Context: an optimization exercise on an open-source flow, tuned for small area and a short achievable clock period. The choices shown serve that exercise and are no tape-out recipe.
Only simulation tests tie the RTL to the original design; equivalence was not proved.

==> flow/design.v (outline; a module is shown in full before it is edited, if it fits) <==
// module fp32_mul: 1272 lines
module fp32_mul (
    input  logic        clk,
    input  logic [31:0] a,
    input  logic [31:0] b,
    output logic [31:0] result
);
  // ...
==> flow/run.sh <==
#!/bin/bash
# synth_recipe.tcl (not shown) runs the flow's synth.tcl, then flattens the netlist and writes it again
# the make line also repeats each setting of config.mk as NAME=value (left out here)
make -C /OpenROAD-flow-scripts/flow DESIGN_CONFIG=/design/flow/config.mk WORK_HOME=/design/flow/orfs CLKGATE_MAP_FILE= SYNTH_SCRIPT=/design/flow/synth_recipe.tcl finish
==> flow/config.mk <==
export PLATFORM = sky130hd
export DESIGN_NAME = fp32_mul
export DESIGN_NICKNAME = fp32_mul
export VERILOG_FILES = /design/flow/design.v
export SDC_FILE = /design/flow/constraint.sdc
export NUM_CORES = 4
export LEC_CHECK = 0
export ABC_AREA = 1
export CAP_MARGIN = 20
export CORE_MARGIN = 2
export CORE_UTILIZATION = 40
export SLEW_MARGIN = 20
==> flow/constraint.sdc <==
create_clock -name core_clock -period 9.5 [get_ports {clk}]
set_input_delay 1.9000 -clock core_clock [delete_from_list [all_inputs] [get_ports {clk}]]
set_output_delay 1.9000 -clock core_clock [all_outputs]
set_load 0.01 [all_outputs]
==> results.yml, run 1 <==
outcome:
  outcome: "timing/DRC/antenna clean"
finish:
  largest_class: "multi-input combinational cells"
  design.final.nets: 2510
  instances_no_fill: 2601
  finalInstanceArea_um2: 17800
  final-seq-area_um2: 621
  layout_top_registers: "result x31"
  final.fill_count: 3874
  layout.buffer.nonclock.area_share: 0.103
  clockNetworkAreaShare: 0.00794
  clock_buffer_count: 6
run:
  cap_violations: 0
critical_path:
  critical_path_arrival_ps: 9180
  critPathLaunchType: "input port"
  critPathMaxStageDelay_ps: 560
  timing.critical_path.fanout_max: 11
sta:
  finalHoldViolations: 0
  slew-limit-headroom: 0.412
  final.period_utilization: 0.946
  rsz0062_at_grt: "no"
  hold_ws_ps: 2630
drt:
  routed_wl_um: 51000
  routedLengthMet1_um: 21600
  number_of_remaining_drc_errors: 0
hold_path:
  min_delay_path_depth: 6
  hp-class: "input port to flip-flop"
placement:
  routabilityCongestion: 0.943
synth:
  syn-mean-instance-area_um2: 7.85
  yosys.area_share.xor_xnor: 0.157
  synth_sequential_area_ratio: 0.0396
cts:
  cts.clk_slew.worst_paths_ps: 50
  num_cts_buffers: 5
  clock_path_buffers: 2
floorplanning:
  floorplan.tapcells: 518
  die_x_um: 202
global_routing:
  grt_antenna_before_repair: 0
  grt_first_pass_wirelength_um: 81500
==> run 2, diff against run 1 <==
--- a/flow/config.mk
+++ b/flow/config.mk
@@ -8,5 +8,6 @@
 export ABC_AREA = 1
 export CAP_MARGIN = 20
 export CORE_MARGIN = 2
-export CORE_UTILIZATION = 40
+export CORE_UTILIZATION = 60
+export GPL_TIMING_DRIVEN = 0
 export SLEW_MARGIN = 20
==> results.yml, run 2 <==
outcome:
  outcome: "timing/DRC/antenna clean"
sta:
  finalHoldViolations: 0
  min_period_ps: 9310
  final.period_utilization: 0.980
  report.final.slew_viol_count: 0
  slew-limit-headroom: 0.245
  worst-slew-pin-transition_ps: 1130
  maxClockFrequency_mhz: 107
  setup_total_negative_slack_ps: 0
  hold_ws_ps: 2540
  setup_viol: 0
hold_path:
  min_to: "result[22]"
  min_from: "b[0]"
  hp-class: "input port to flip-flop"
  min_delay_path_depth: 6
cts:
  cts.clk_slew.worst_paths_ps: 50
  num_cts_buffers: 5
  holdBufCountCts: 0
  clock_path_buffers: 2
  cts_tree: "yes"
  h-tree-depth: 2
  cts_root_buffer: "sky130_fd_sc_hd__clkbuf_16"
  cts_sinks: 31
synth:
  synth_top_cells_by_area: "sky130_fd_sc_hd__fa_1 33%, sky130_fd_sc_hd__xor2_1 15%, sky130_fd_sc_hd__o22ai_1 10%, sky130_fd_sc_hd__inv_1 9.5%, sky130_fd_sc_hd__ha_1 8.5%"
  mappedNetlistArea_um2: 15700
  yosysTopAreaCell: "sky130_fd_sc_hd__fa_1"
  ys_seq_elements: 31
  synth_sequential_area_ratio: 0.0396
  postSynth.asyncResetShare: 0
  ys.warnings.count: 1
  synth_top_cell_area_share: 0.327
  synth-edff-count: 0
  synth.most_common_cell: "sky130_fd_sc_hd__inv_1"
  synthesis.instances: 1999
  syn-mean-instance-area_um2: 7.85
  ys_top_cells_by_count: "399 x sky130_fd_sc_hd__inv_1, 273 x sky130_fd_sc_hd__xor2_1, 263 x sky130_fd_sc_hd__o22ai_1"
  post_synth_num_cell_types: 46
  postSynthNetCount: 2427
  synth-main-ff-cell: "sky130_fd_sc_hd__dfxtp_1"
critical_path:
  critPathLaunchType: "input port"
  critical_path_arrival_ps: 9450
  critPathMaxStageDelay_ps: 600
  crit_family: "adder cells"
  crit_required_ps: 9630
  critPathSlowestCell: "sky130_fd_sc_hd__fa_1"
  worst_path_most_repeated_cell: "sky130_fd_sc_hd__nand2_2"
  worstSetupPathType: "input port to flip-flop"
  worst_setup_path_end_kind: "flip-flop"
  timing.critical_path.fanout_max: 10
  cp_num_buf_inv: 7
global_routing:
  overall_routing_resource_usage: 0.440
  global_route.overflow_total: 0
  grt_first_pass_wirelength_um: 91800
  pin_count_of_the_biggest_net_entering_global_routing: 12
  grt_antenna_before_repair: 0
  grt_pass1_vias: 16100
drt:
  num_vias: 15500
  firstDrtPassIters: 9
  drt-wirelength-per-cell_um: 25.0
  number_of_remaining_drc_errors: 0
  ant_nets: 0
  detailedRoute.firstIterationViolations: 2534
  detail_route.vias_per_cell: 6.36
  routed_wl_um: 60900
floorplanning:
  core-area_um2: 25800
  num_rows: 59
  die-area_um2: 27500
  die_x_um: 166
  floorplan.die.height_um: 166
  start_util: 0.607
  io_pins: 97
finish:
  layout_commonest_cell: "sky130_fd_sc_hd__inv_1"
  design.final.nets: 2532
  final.fill_count: 2210
  registers.top_by_ff_count: "result"
  instances_no_fill: 2440
  mostFrequentLayoutCells: "397 x sky130_fd_sc_hd__inv_1, 271 x sky130_fd_sc_hd__xor2_1, 256 x sky130_fd_sc_hd__o22ai_1"
  layout_top_registers: "result x31"
  finalInstanceArea_um2: 17600
  drive_above_1_share: 0.0879
  post-route-util: 0.679
  largest_register_ff_count: 31
  syn_to_final_growth_pct: 11.9
  antenna_cells: 0
placement:
  placedCellCount: 2425
  place.detailed.hpwl_um: 48300
  io_buffers: 91
  routabilityCongestion: 1.12
  instance_area_after_placement_um2: 17000
run:
  cap_violations: 0
[run 2: per-layer routing]
| layer | track usage | part of all wire |
|---|---|---|
| met5 | 0.0139 | 0.00072 |
| met4 | 0.257 | 0.080 |
| met3 | 0.146 | 0.14 |
| met2 | 0.663 | 0.41 |
| met1 | 0.552 | 0.36 |
[run 2: worst max path at each step]
stage | to | slack, ps | cells after the start | startpoint
floorplan | result[23] | 950 | 39 | b[15]
global placement | result[6] | -1200 | 39 | b[15]
detailed placement | result[6] | -1380 | 39 | b[15]
CTS | result[7] | 5 | 43 | b[13]
global route | result[7] | -140 | 38 | b[6]
finish | result[28] | 190 | 36 | b[17]
[run 2: final cells by class]
class / count / area, um^2 / share of cell area
multi-input cells: 1410 / 13100 / 0.745
inverters: 425 / 1600 / 0.0911
repair buffers: 99 / 965 / 0.0550
plain buffers: 132 / 714 / 0.0407
flip-flops and latches: 31 / 621 / 0.0354
well taps: 335 / 419 / 0.0239
clock buffers: 7 / 153 / 0.00870
clock inverters: 1 / 7.51 / 0.000428
[run 2: cells by family after synthesis]
logic type               synth area share
buffers and inverters               0.136
AO/OA/AOI/OAI                       0.142
multiplexers                     0.000638
other                            0.000239
AND/OR/NAND/NOR                     0.113
flip-flops                         0.0396
adder cells (fa/ha/maj)             0.412
XOR/XNOR                            0.157
[run 2: worst min-delay path: stages]
cell                             delay, ps
sky130_fd_sc_hd__dlymetal6s2s_1        320
sky130_fd_sc_hd__nor4_1                120
sky130_fd_sc_hd__nand3_1               160
sky130_fd_sc_hd__o21ai_1               110
sky130_fd_sc_hd__nand2_1                80
sky130_fd_sc_hd__o21bai_1              100
[run 2: what timing repair did]
item	in CTS	in global routing
pin swaps	1	5
buffers inserted	1	7
hold endpoints to repair	0	0
resized for setup	77	112
setup endpoints to repair	31	31
[run 2: through the flow]
| step | setup slack (ps) |
|---|---|
| 3_5_place_dp | -1380 |
| 4_1_cts | 5.37 |
| 2_1_floorplan | 952 |
| 3_3_place_gp | -1200 |
| 5_1_grt | -143 |
| 6_report | 187 |

re-timing with driven ports:
How much do the figures lean on ideal ports? The routed layouts below were timed once more, with nothing changed but the port constraints.
Step 1: set_driving_cell puts a clkbuf_16 on clk and a buf_2 on each other input, an assumption about the parent block.
Step 2 adds t to the input delays and takes it off the output delays; t is the mean of the earliest and latest rising clock arrival at the registers after step 1. Input paths then give back, and output paths get back, about the clock's delay inside the block.
Three values: ideal, step 1, step 2; two values: the first two.
run | t (ns) | setup slack, ns | worst setup path after step 2 | clock arrival spread, ns | worst data-port slew with drivers (ns)
run 1 | 0.301 | 0.512 / 0.519 / 0.218 | input to register | 0.005 / 0.005 | 0.05
run 2 | 0.307 | 0.187 / 0.197 / -0.110 | input to register | 0.006 / 0.005 | 0.04
Met with ideal ports but missed after step 2: setup timing in run 2. For run 2, which loses most, drivers alone change the setup slack by +0.010 ns; drivers and shift together by -0.297 ns.
